Source: an optimization exercise on an open RTL-to-GDS flow (aim: small area, a short achievable clock period and few clock cycles per item). Production flows keep margins and buffers that such runs may drop.
Only simulation tests tie the RTL to the original design; equivalence was not proved.
Power figures rest on the tool's default switching activity, not on a simulated workload.

Design sabcm_32x32, start of the top module:
module sabcm_32x32 (
    input clk,
    input rst_n,
    input start,
    input signed [31:0] operand_a,
    input signed [31:0] operand_b,
    output reg done,
    output wire signed [63:0] product_out,
    output wire [4:0] op_a_leading_bits,
    output wire [4:0] op_b_leading_bits
);
    lzc32 lzc_a (.data_in(operand_a), .leading_bits(op_a_leading_bits));
    lzc32 lzc_b (.data_in(operand_b), .leading_bits(op_b_leading_bits));
    wire [32:0] a_ext = {operand_a[31], operand_a};
    wire [32:0] a_ext_n = ~a_ext;
    wire [32:0] a_x2_n = ~{operand_a, 1'b0};
    reg [122:0] pipe_reg;
    wire s1;
    wire c2;
    wire s3;
    wire c4;
    wire s5;
    wire c6;
    wire s7;
    wire c8;
    wire s9;
    wire c10;
    wire s11;
    wire c12;
    wire s13;
    wire c14;
    wire s15;
    wire c16;
    wire s17;
    wire c18;
    wire s19;
    wire c20;
    wire s21;
    wire c22;
    wire s23;
    wire c24;
    wire s25;
    wire c26;
    wire s27;
    wire c28;
    wire s29;
    wire c30;
    wire s31;
    wire c32;
    wire s33;
    wire c34;
    wire s35;
    wire c36;
    wire s37;
    wire c38;
    wire s39;
    wire c40;
    wire s41;
    wire c42;
    wire s43;
    wire c44;
    wire s45;
    wire c46;
    wire s47;
    wire c48;
    wire s49;
    wire c50;
    wire s51;
    wire c52;
    wire s53;
    wire c54;
    wire s55;
    wire c56;
    wire s57;
    wire c58;
    wire s59;
    wire c60;
    wire s61;
    wire c62;
    wire s63;
    wire c64;
    wire s65;
    wire c66;
    wire s67;
    wire c68;
    wire s69;
    wire c70;
    wire s71;
    wire c72;
    wire s73;
    wire c74;
    wire s75;
    wire c76;
    wire s77;
    wire c78;
    wire s79;
    wire c80;
    wire s81;
    wire c82;
    wire s83;
    wire c84;
    wire s85;
    wire c86;
    wire s87;
    wire c88;
    wire s89;
    wire c90;
    wire s91;
    wire c92;
    wire s93;
    wire c94;
    wire s95;
    wire c96;
    wire s97;
    wire c98;
    wire s99;
    wire c100;
    wire s101;
    wire c102;
    wire s103;
    wire c104;
  ...
==> flow/config.mk <==
export PLATFORM = sky130hd
export DESIGN_NAME = sabcm_32x32
export DESIGN_NICKNAME = sabcm_32x32
export VERILOG_FILES = /design/flow/design.v
export SDC_FILE = /design/flow/constraint.sdc
export NUM_CORES = 4
export LEC_CHECK = 0
export ABC_AREA = 1
export CAP_MARGIN = 20
export CORE_MARGIN = 2
export CORE_UTILIZATION = 40
export CTS_BUF_LIST = sky130_fd_sc_hd__clkbuf_4 sky130_fd_sc_hd__clkbuf_8
export PLACE_DENSITY = 0.85
export SETUP_SLACK_MARGIN = 4.3
export SLEW_MARGIN = 20
export SYNTH_HIERARCHICAL = 1
export SYNTH_MINIMUM_KEEP_SIZE = 0
==> flow/constraint.sdc <==
create_clock -name core_clock -period 10.0 [get_ports {clk}]
set_input_delay 2.0000 -clock core_clock [delete_from_list [all_inputs] [get_ports {clk}]]
set_output_delay 2.0000 -clock core_clock [all_outputs]
set_load 0.01 [all_outputs]
standard.sh (not shown) runs the stock make flow with config.mk's settings and CLKGATE_MAP_FILE= SYNTH_SCRIPT=/design/flow/synth_recipe.tcl, a recipe that flattens the netlist after the stock synthesis.
==> flow/flow/run.sh <==
#!/bin/bash
set -euo pipefail
export BUFFER_PORTS_ARGS="-buffer_cell sky130_fd_sc_hd__buf_2"
bash standard.sh > standard.log 2>&1
Testbench counts at the start, summed over its fixed seeds: cycles 2,408, items 2,400.
Change:
Settings changed: CORE_UTILIZATION 40 to 50, PLACE_DENSITY 0.85 to default, SETUP_SLACK_MARGIN 4.3 to 4.2.
Design area goes down by 1.7%.
Fmax went down by 0.45%.
Worst setup slack gets worse by 0.026 ns.
Sequential cell count is unchanged.
Sequential power barely changes.
Core utilization rises by 11 points.
Routed wire length rose by 0.72%.
Total power fell by 2.8%.
Synthesized cell count does not change.
Cell count went down by 4.5%.
Hold slack is better by 0.0031 ns.
Change:
Settings changed: CORE_UTILIZATION 50 to 40, PLACE_DENSITY from default to 0.7, SETUP_SLACK_MARGIN 4.2 to 4.3.
The new run ran to the end with no violations.
Sequential share of layout area stays flat.
Flip-flop and latch count is unchanged.
Worst hold slack improved by 0.011 ns.
Total power rose by 0.35%.
Setup slack improved by 0.079 ns.
Change:
Settings changed: CORE_UTILIZATION 40 to 55, CTS_BUF_LIST sky130_fd_sc_hd__clkbuf_4 sky130_fd_sc_hd__clkbuf_8 to default, PLACE_DENSITY 0.7 to default.
The changed run ran to the end with no violations; count of clock-buffer cells in the layout drops by 5; global-route usage climbs by 11 points; worst setup slack barely changes; first-iteration DRC count climbs by 2.8%; power climbs by 1.4%; fmax is about the same; combinational power stays flat; final cell count drops by 5.4%; area after synthesis does not change.

Another version of the RTL of sabcm_32x32 (not shown whole).
Size: about 2900 cells after synthesis.
## sabcm_32x32
module sabcm_32x32 (
    input clk,
    input rst_n,
    input start,
    input signed [31:0] operand_a,
    input signed [31:0] operand_b,
    output reg done,
    output wire signed [63:0] product_out,
    output wire [4:0] op_a_leading_bits,
    output wire [4:0] op_b_leading_bits
);
export LEC_CHECK = 0
export ABC_AREA = 1
export CAP_MARGIN = 20
export CORE_MARGIN = 2
export CORE_UTILIZATION = 40
export CTS_BUF_LIST = sky130_fd_sc_hd__clkbuf_4 sky130_fd_sc_hd__clkbuf_8
export PLACE_DENSITY = 0.7
export SETUP_SLACK_MARGIN = 4.2
export SLEW_MARGIN = 20
export SYNTH_HIERARCHICAL = 1
export SYNTH_MINIMUM_KEEP_SIZE = 0
create_clock -name core_clock -period 10.0 [get_ports {clk}]
Scripts as last shown in full above: flow/flow/run.sh
The baseline completed with no timing, DRC or antenna violations.
Testbench counts at the start, summed over its fixed seeds: cycles 2,408, items 2,400.
Change:
--- a/flow/config.mk
+++ b/flow/config.mk
@@ -12,6 +12,7 @@
 export CTS_BUF_LIST = sky130_fd_sc_hd__clkbuf_4 sky130_fd_sc_hd__clkbuf_8
 export PLACE_DENSITY = 0.7
-export SETUP_SLACK_MARGIN = 4.2
+export SETUP_SLACK_MARGIN = 4.3
 export SLEW_MARGIN = 20
 export SYNTH_HIERARCHICAL = 1
 export SYNTH_MINIMUM_KEEP_SIZE = 0
+export TNS_END_PERCENT = 30
After rerunning: The changed run finished with timing, DRC and antenna clean; clock-buffer cell count does not change; clock power stays flat; core utilization went up by 0.20 points; setup slack improved by 56 ps; design area went up slightly; routed wire length is about the same.

Another version of the RTL of sabcm_32x32 (not shown whole).
Size in the first run: ~2800 cells after synthesis, ~120 flip-flops, roughly 140 I/O pins, roughly 26000 um2 of cells after synthesis.
==> flow/config.mk <==
export PLATFORM = sky130hd
export DESIGN_NAME = sabcm_32x32
export DESIGN_NICKNAME = sabcm_32x32
export VERILOG_FILES = /design/flow/design.v
export SDC_FILE = /design/flow/constraint.sdc
export NUM_CORES = 4
export LEC_CHECK = 0
export ABC_AREA = 1
export CAP_MARGIN = 20
export CORE_MARGIN = 2
export CORE_UTILIZATION = 40
export CTS_BUF_LIST = sky130_fd_sc_hd__clkbuf_4 sky130_fd_sc_hd__clkbuf_8
export PLACE_DENSITY = 0.7
export SETUP_SLACK_MARGIN = 4.2
export SLEW_MARGIN = 20
export SYNTH_HIERARCHICAL = 1
export SYNTH_MINIMUM_KEEP_SIZE = 0
export TNS_END_PERCENT = 30
==> flow/constraint.sdc <==
create_clock -name core_clock -period 10.0 [get_ports {clk}]
set_input_delay 2.0000 -clock core_clock [delete_from_list [all_inputs] [get_ports {clk}]]
set_output_delay 2.0000 -clock core_clock [all_outputs]
set_load 0.01 [all_outputs]
Scripts as last shown in full above: flow/flow/run.sh
Testbench counts at the start, summed over its fixed seeds: cycles 2,408, items 2,400.
Next try:
SETUP_SLACK_MARGIN = 4.3   (was 4.2)
TNS_END_PERCENT = 10   (was 30)
What happened: Area after synthesis is unchanged. Via count rose by 0.40%. Setup slack is better by 37 ps. Worst hold slack degrades by 24 ps. Wire length barely changes. Design area climbs by 0.90%.
Next try:
SETUP_SLACK_MARGIN = 4.4   (was 4.3)
TNS_END_PERCENT = 30   (was 10)
Outcome:
- critical path depth is higher by 3
- synthesized area stays the same
- non-clock buffer count is higher by 63
- final area is higher by 5.0%
- synthesized cell count is unchanged
- combinational power is higher by about 2%
- sequential power stays flat
- via count is higher by 4.1%

== try-pepper ==
sabcm_32x32 again, from the RTL that the note above started with.
==> flow/config.mk <==
export PLATFORM = sky130hd
export DESIGN_NAME = sabcm_32x32
export DESIGN_NICKNAME = sabcm_32x32
export VERILOG_FILES = /design/flow/design.v
export SDC_FILE = /design/flow/constraint.sdc
export NUM_CORES = 4
export LEC_CHECK = 0
export ABC_AREA = 1
export CAP_MARGIN = 20
export CORE_MARGIN = 2
export CORE_UTILIZATION = 40
export CTS_BUF_LIST = sky130_fd_sc_hd__clkbuf_4 sky130_fd_sc_hd__clkbuf_8
export PLACE_DENSITY = 0.7
export SETUP_SLACK_MARGIN = 4.3
export SLEW_MARGIN = 20
export SYNTH_HIERARCHICAL = 1
export SYNTH_MINIMUM_KEEP_SIZE = 0
export TNS_END_PERCENT = 30
==> flow/constraint.sdc <==
create_clock -name core_clock -period 10.0 [get_ports {clk}]
set_input_delay 2.0000 -clock core_clock [delete_from_list [all_inputs] [get_ports {clk}]]
set_output_delay 2.0000 -clock core_clock [all_outputs]
set_load 0.01 [all_outputs]
Scripts as last shown in full above: flow/flow/run.sh
try-pepper did not stop at any stage, and its layout met the timing, design-rule and antenna checks.
Testbench counts of try-pepper, summed over its fixed seeds: cycles 2,408, items 2,400.
## Diff of input files: try-garnet against try-pepper
Settings: a deleted TNS_END_PERCENT that had been 30.
==> notes.md <==
- The initial antenna violation count of try-garnet falls short of that of try-pepper by 2.
- Between try-garnet and try-pepper, it is try-garnet whose final critical path time including I/O delays and setup is higher, by 0.030 ns.
- On portion of total power attributed to the clock network: between try-garnet and try-pepper, it ends up lower for try-garnet.
- Across both runs, switching power was lower for try-garnet than for try-pepper.
- Run comparison: try-garnet worst-path cell with the longest stage delay fa_1; try-pepper worst-path cell with the longest stage delay or2_4
- Total power down 1.3% in try-garnet wrt try-pepper
- try-garnet has less setup slack than try-pepper.
- Placeable core region came out exactly the same in try-garnet and try-pepper.
- Between try-garnet and try-pepper, the clock-pin slew reported for the worst setup and hold paths after clock tree synthesis does not differ in any meaningful way.
- Between try-garnet and try-pepper, the difference in final core area utilization is negligible.

==> separate check: timing with driven ports <==
Ports are ideal in the flow. The routed layouts listed here were re-timed in OpenROAD. Step 1, drivers: a clkbuf_16 drives clk and a buf_2 each remaining input, both assumed. Step 2 times the ports against the registers' clock, not the clock port: input delays grow and output delays shrink by t, the midpoint of the rising clock arrivals with the driver on. Slacks: ideal / step 1 / step 2; pairs: ideal / step 1.
run | t, ns | slack for setup (ns) | worst data-port slew with drivers (ns)
the first run of note 1 | 0.628 | 4.267 / 4.078 / 3.630 | 0.28
the second run of note 1 | 0.625 | 4.241 / 4.257 / 3.632 | 0.20
the third run of note 1 | 0.613 | 4.320 / 4.273 / 3.708 | 0.10
the fourth run of note 1 | 0.554 | 4.321 / 4.178 / 3.713 | 0.26
the first run of note 2 | 0.646 | 4.243 / 4.220 / 3.630 | 0.08
the second run of note 2 | 0.649 | 4.299 / 4.257 / 3.740 | 0.08
the first run of note 3 | 0.591 | 4.216 / 4.172 / 3.675 | 0.09
the second run of note 3 | 0.618 | 4.253 / 4.205 / 3.670 | 0.08
the third run of note 3 | 0.603 | 4.329 / 4.296 / 3.696 | 0.26
try-pepper | 0.619 | 4.340 / 4.247 / 3.746 | 0.23
try-garnet | 0.603 | 4.310 / 4.262 / 3.746 | 0.22
After both steps setup and hold are still met in every run listed. The setup slack of the first run of note 1, which loses most, moves by -0.189 ns with the drivers and by -0.637 ns with both steps.
